From an optimization exercise on the open Yosys and OpenROAD flow, aimed at small area, a short achievable clock period and few clock cycles per item; shortcuts taken in it are not production practice.
RTL that was checked went through simulation tests only; none was proved equivalent to the original.

## lane 4
Design ascon_core, start of the top module:
module ascon_core (
	input wire clk,
	input wire rst_n,
	input wire [127:0] key,
	input wire [127:0] nonce,
	input wire [1:0] sel_type,
	input wire mode_sel_encrypt_decrypt,
	input wire [31:0] data_length,
	input wire [31:0] data_position,
	input wire [127:0] data_in,
	output wire [127:0] data_out,
	input wire process_en_init,
	input wire process_en_AD_AM,
	input wire process_en_encrypt_decrypt,
	input wire process_en_hash,
	input wire process_en_final,
	output wire [127:0] tag,
	output wire done,
	output wire err
);
==> module ascon_core, before the edit <==
module ascon_core (
	input wire clk,
	input wire rst_n,
	input wire [127:0] key,
	input wire [127:0] nonce,
	input wire [1:0] sel_type,
	input wire mode_sel_encrypt_decrypt,
	input wire [31:0] data_length,
	input wire [31:0] data_position,
	input wire [127:0] data_in,
	output wire [127:0] data_out,
	input wire process_en_init,
	input wire process_en_AD_AM,
	input wire process_en_encrypt_decrypt,
	input wire process_en_hash,
	input wire process_en_final,
	output wire [127:0] tag,
	output wire done,
	output wire err
);
localparam NR  = 2;               
localparam P12 = 12 / NR;         
localparam P8  = 8 / NR;          
localparam PH  = 2;               
localparam [63:0] IV_AEAD = 64'h00001000808c0001;
localparam [319:0] PRE_HASH = 320'h4740f245bc0c76ff_d578071adf1fb690_45ba4d506337ff24_8c4a8e07fbd955bb_d525610bfcfde575;
localparam [319:0] PRE_XOF  = 320'h0519bbffa8745179_c8a682bea352b71e_55a2131bc1115dac_d74a922e079c137a_1a3c0e8ba19b67b6;
localparam [319:0] PRE_CXOF = 320'h309b08246a320292_cf3993a8bbf5775b_52d6b4b4f664c208_0c64590081e89fe0_b073f5f7464b1ad6;
wire en_i = process_en_init;
wire en_a = process_en_AD_AM;
wire en_c = process_en_encrypt_decrypt;
wire en_h = process_en_hash;
wire en_f = process_en_final;
ascon_err u_err (
	.data_length(data_length), .data_position(data_position),
	.en({en_i, en_a, en_c, en_h, en_f}), .err(err)
);
reg  [2:0]   pend;    
reg  [3:0]   rs;      
reg          fin;     
reg          kx;      
reg          ds;      
reg          aead;    
reg  [319:0] S;
reg  [127:0] dout;
reg          err_r;   
assign done = fin & ~err_r;
wire [31:0] lmp = data_length - data_position;
wire [3:0]  nby  = aead ? lmp[3:0] : {1'b0, lmp[2:0]};   
wire        full = aead ? |lmp[31:4] : |lmp[31:3];       
wire        len0 = ~|data_length;                       
wire        dec_in = mode_sel_encrypt_decrypt;            
wire pass   = en_a | en_c | en_h | en_f | (en_i & fin);
wire p_le1  = (pend <= 3'd1);
wire comp   = (pend == 3'd1);         
wire adz    = aead & ~|data_length;   
wire ab_ad  = en_a & ~fin & p_le1 & ~(aead & len0);   
wire ab_c   = en_c & ~fin & p_le1;                       
wire ab_x   = ab_ad | ab_c;
wire last_c = ab_c & ~full;           
wire [319:0] R, Rm;
ascon_rounds #(.NR(NR)) u_rounds (.rs(rs), .s_i(S), .s_m(Rm), .s_o(R));
wire kx_ap = comp & (kx | en_f);
wire ds_ap = comp & ds;
wire [63:0] r2 = R[191:128] ^ ({64{last_c}} & key[127:64]);
wire [63:0] r3 = R[127:64]  ^ ({64{kx_ap}} & key[127:64]) ^ ({64{last_c}} & key[63:0]);
wire [63:0] r4 = R[63:0]    ^ ({64{kx_ap}} & key[63:0]) ^ {ds_ap, 63'b0};
wire dec = en_c & dec_in;
wire [127:0] rate = R[319:192];
reg  [127:0] rate_n, out_n;
integer b;
always @(*) begin
	for (b = 0; b < 16; b = b + 1) begin : g_byte
		reg in_b, pd_b;
		reg [7:0] r_b, d_b;
		if (b < 8) begin
			r_b = rate[64 + 8*b +: 8];
			d_b = data_in[64 + 8*b +: 8];
			in_b = full | (b < nby);
			pd_b = ~full & (b == nby);
		end else begin
			r_b = rate[8*(b-8) +: 8];
			d_b = data_in[8*(b-8) +: 8];
			in_b = aead & (full | (b < nby));
			pd_b = aead & ~full & (b == nby);
		end
		if (b < 8) begin
			out_n[64 + 8*b +: 8] = in_b ? (r_b ^ d_b) : 8'h00;
			if (!ab_x)                rate_n[64 + 8*b +: 8] = r_b;
			else if (dec & in_b)      rate_n[64 + 8*b +: 8] = d_b;
			else                      rate_n[64 + 8*b +: 8] = r_b ^ (in_b ? d_b : 8'h00) ^ {7'b0, pd_b};
		end else begin
			out_n[8*(b-8) +: 8] = in_b ? (r_b ^ d_b) : 8'h00;
			if (!ab_x)                rate_n[8*(b-8) +: 8] = r_b;
			else if (dec & in_b)      rate_n[8*(b-8) +: 8] = d_b;
			else                      rate_n[8*(b-8) +: 8] = r_b ^ (in_b ? d_b : 8'h00) ^ {7'b0, pd_b};
		end
	end
end
wire sel_aead = (sel_type == 2'b00);
wire [319:0] load = sel_aead ? {IV_AEAD, key, nonce} :
                    (sel_type == 2'b01) ? PRE_HASH :
                    (sel_type == 2'b10) ? PRE_XOF : PRE_CXOF;
wire ld = en_i & ~fin;
wire hold = ~ld & ~pass;
wire [319:0] S_n = ({320{ld}} & load) | ({320{pass}} & {rate_n, r2, r3, r4}) | ({320{hold}} & S);
always @(posedge clk) begin
	err_r <= err;
	S    <= S_n;
	dout <= en_h ? {R[319:256], 64'h0} : out_n;
end
assign data_out = dout;
assign tag = {S[63:0], S[127:64]};
always @(posedge clk or negedge rst_n) begin
	if (~rst_n) begin
		pend <= 3'd0;
		rs   <= 4'd0;
		fin  <= 1'b0;
		kx   <= 1'b0;
		ds   <= 1'b0;
		aead <= 1'b0;
	end else begin
		if (en_i & ~fin) begin
			pend <= sel_aead ? P12[2:0] : PH[2:0];
			rs   <= sel_aead ? 4'd0 : 4'd12 - PH[3:0] * NR[3:0];
			kx   <= sel_aead;
			ds   <= 1'b0;
			aead <= sel_aead;
		end else if (pass) begin
			pend <= pend - 3'd1;
			rs   <= rs + NR[3:0];
			if (comp) begin
				kx <= 1'b0;
				ds <= 1'b0;
			end
			if (ab_x) begin
				if (aead & (en_a | full)) begin
					pend <= P8[2:0];
					rs   <= 4'd12 - P8[3:0] * NR[3:0];
				end else begin
					pend <= P12[2:0];
					rs   <= 4'd0;
				end
				ds <= en_a & aead & ~full;
			end
			if (en_a & ~fin & adz)
				ds <= 1'b1;
			if (en_h & ~fin & comp)
				rs <= 4'd0;   
			if (en_h & fin)
				pend <= P12[2:0] - 3'd1;
		end
		fin <= ~fin & (en_i | (en_a & adz) | ((en_a | en_c | en_h | en_f) & comp));
	end
end
endmodule
export LEC_CHECK = 0
export CAP_MARGIN = 25
export CORE_MARGIN = 2
export CORE_UTILIZATION = 55
export SLEW_MARGIN = 25
create_clock -name core_clock -period 13.0 [get_ports {clk}]
standard.sh (not shown) runs the stock make flow with config.mk's settings and CLKGATE_MAP_FILE= SYNTH_SCRIPT=/design/flow/synth_recipe.tcl, a recipe that flattens the netlist after the stock synthesis.
==> flow/flow/run.sh <==
#!/bin/bash
# The standard layout with these changes:
# - module ascon_err (the logic of the err output, a path from the inputs to
#   an output) is mapped on its own by a delay-driven ABC script (premap.py)
#   and kept as a separate module until the final flatten;
# - no adder cells are extracted before ABC maps the logic (ADDER_MAP_FILE
#   empty), which maps the rounds' XOR and AND gates together;
# - timing repair aims at a shorter period than the clock's;
# - the port buffers are buf_1 cells.
set -euo pipefail
YOSYS="$FLOW_HOME/../tools/install/yosys/bin/yosys"
[[ -x "$YOSYS" ]] || YOSYS=yosys
LIB="$FLOW_HOME/platforms/sky130hd/lib/sky130_fd_sc_hd__tt_025C_1v80.lib"
python3 flow/premap.py "$PWD/design.v" "$YOSYS" "$LIB" "$PWD/design_premap.v" > premap.log 2>&1
bash standard.sh VERILOG_FILES="$PWD/design_premap.v" SYNTH_KEEP_MODULES=ascon_err ADDER_MAP_FILE= SETUP_SLACK_MARGIN=7.0 \
	'BUFFER_PORTS_ARGS=-buffer_cell sky130_fd_sc_hd__buf_1' finish > standard_flow.log 2>&1
Other scripts of this flow, unchanged in this note and not shown: flow/flow/dont_use.txt, flow/flow/premap.py
Relative to lane 4, the following input files were edited for lane 1:
--- a/flow/design.v
+++ b/flow/design.v
@@ -71,9 +71,9 @@
 localparam P12 = 12 / NR;         
 localparam P8  = 8 / NR;          
-localparam PH  = 2;               
+localparam PH  = 3;               
 localparam [63:0] IV_AEAD = 64'h00001000808c0001;
-localparam [319:0] PRE_HASH = 320'h4740f245bc0c76ff_d578071adf1fb690_45ba4d506337ff24_8c4a8e07fbd955bb_d525610bfcfde575;
-localparam [319:0] PRE_XOF  = 320'h0519bbffa8745179_c8a682bea352b71e_55a2131bc1115dac_d74a922e079c137a_1a3c0e8ba19b67b6;
-localparam [319:0] PRE_CXOF = 320'h309b08246a320292_cf3993a8bbf5775b_52d6b4b4f664c208_0c64590081e89fe0_b073f5f7464b1ad6;
+localparam [319:0] PRE_HASH = 320'h15fb923a68d7d3de_462065172816566f_34bd868de5fd2580_ada58450f66cd2b8_89afbd5136ee8453;
+localparam [319:0] PRE_XOF  = 320'hf32572a345da5dfb_1de85723ee1a83ab_3b49b45b6808518c_274ce98048048859_85dda81f5c981e59;
+localparam [319:0] PRE_CXOF = 320'ha5ccdb9a7cc3b277_10b25004f333df43_068625b167d8adb2_5de3c2aa2110bcee_befb38bcb5856749;
 wire en_i = process_en_init;
 wire en_a = process_en_AD_AM;
@@ -96,16 +96,22 @@
 assign done = fin & ~err_r;
 wire [31:0] lmp = data_length - data_position;
-wire [3:0]  nby  = aead ? lmp[3:0] : {1'b0, lmp[2:0]};   
-wire        full = aead ? |lmp[31:4] : |lmp[31:3];       
-wire        len0 = ~|data_length;                       
-wire        dec_in = mode_sel_encrypt_decrypt;            
+reg  [3:0]  n_r;      
+reg         fl_r;     
+reg         len0_r;   
+reg         dec_r;    
+always @(posedge clk) begin
+	n_r    <= aead ? lmp[3:0] : {1'b0, lmp[2:0]};
+	fl_r   <= aead ? |lmp[31:4] : |lmp[31:3];
+	len0_r <= ~|data_length;
+	dec_r  <= mode_sel_encrypt_decrypt;
+end
 wire pass   = en_a | en_c | en_h | en_f | (en_i & fin);
 wire p_le1  = (pend <= 3'd1);
 wire comp   = (pend == 3'd1);         
 wire adz    = aead & ~|data_length;   
-wire ab_ad  = en_a & ~fin & p_le1 & ~(aead & len0);   
+wire ab_ad  = en_a & ~fin & p_le1 & ~(aead & len0_r);   
 wire ab_c   = en_c & ~fin & p_le1;                       
 wire ab_x   = ab_ad | ab_c;
-wire last_c = ab_c & ~full;           
+wire last_c = ab_c & ~fl_r;           
 wire [319:0] R, Rm;
 ascon_rounds #(.NR(NR)) u_rounds (.rs(rs), .s_i(S), .s_m(Rm), .s_o(R));
@@ -115,5 +121,5 @@
 wire [63:0] r3 = R[127:64]  ^ ({64{kx_ap}} & key[127:64]) ^ ({64{last_c}} & key[63:0]);
 wire [63:0] r4 = R[63:0]    ^ ({64{kx_ap}} & key[63:0]) ^ {ds_ap, 63'b0};
-wire dec = en_c & dec_in;
+wire dec = en_c & dec_r;
 wire [127:0] rate = R[319:192];
 reg  [127:0] rate_n, out_n;
@@ -126,11 +132,11 @@
 			r_b = rate[64 + 8*b +: 8];
 			d_b = data_in[64 + 8*b +: 8];
-			in_b = full | (b < nby);
-			pd_b = ~full & (b == nby);
+			in_b = fl_r | (b < n_r);
+			pd_b = ~fl_r & (b == n_r);
 		end else begin
 			r_b = rate[8*(b-8) +: 8];
 			d_b = data_in[8*(b-8) +: 8];
-			in_b = aead & (full | (b < nby));
-			pd_b = aead & ~full & (b == nby);
+			in_b = aead & (fl_r | (b < n_r));
+			pd_b = aead & ~fl_r & (b == n_r);
 		end
 		if (b < 8) begin
@@ -184,5 +190,5 @@
 			end
 			if (ab_x) begin
-				if (aead & (en_a | full)) begin
+				if (aead & (en_a | fl_r)) begin
 					pend <= P8[2:0];
 					rs   <= 4'd12 - P8[3:0] * NR[3:0];
@@ -191,5 +197,5 @@
 					rs   <= 4'd0;
 				end
-				ds <= en_a & aead & ~full;
+				ds <= en_a & aead & ~fl_r;
 			end
 			if (en_a & ~fin & adz)
Findings:
- Lane 1: done, clean on timing, DRC and antenna
- Cmp lane 1 and lane 4 / sequential share of layout area / lower: lane 4
- Between lane 4 and lane 1, the flow reports die area increasing slightly.
- Compared to lane 4, lane 1 has row count 1 higher.
- Going from lane 4 to lane 1, routed wire length went down, number of placed instances, taps included now smaller.
Testbench counts of lane 1, summed over its fixed seeds: cycles 10,549, bytes 24,606.
Only the layout flow was run in lane 4; the RTL was not checked for function there.

==> what the ideal ports hide <==
How much do the figures lean on ideal ports? The routed layouts below were timed once more, with nothing changed but the port constraints.
Step 1, drivers: a clkbuf_16 drives clk and a buf_2 each remaining input, both assumed.
Step 2 adds t to the input delays and takes it off the output delays; t is the mean of the earliest and latest rising clock arrival at the registers after step 1. Input paths then give back, and output paths get back, about the clock's delay inside the block.
Three values: ideal, step 1, step 2; two values: the first two.
run | shift t [ns] | slack for setup (ns) | worst register clock-pin slew, ns | pins driven straight from the clock port
lane 4 | 0.800 | 6.022 / 6.091 / 5.290 | 0.08 / 0.08 | 1
lane 1 | 0.786 | 6.615 / 6.559 / 6.559 | 0.08 / 0.08 | 1
After both steps setup and hold are still met in every run listed. The setup slack of lane 4, which loses most, moves by +0.069 ns with the drivers and by -0.732 ns with both steps.
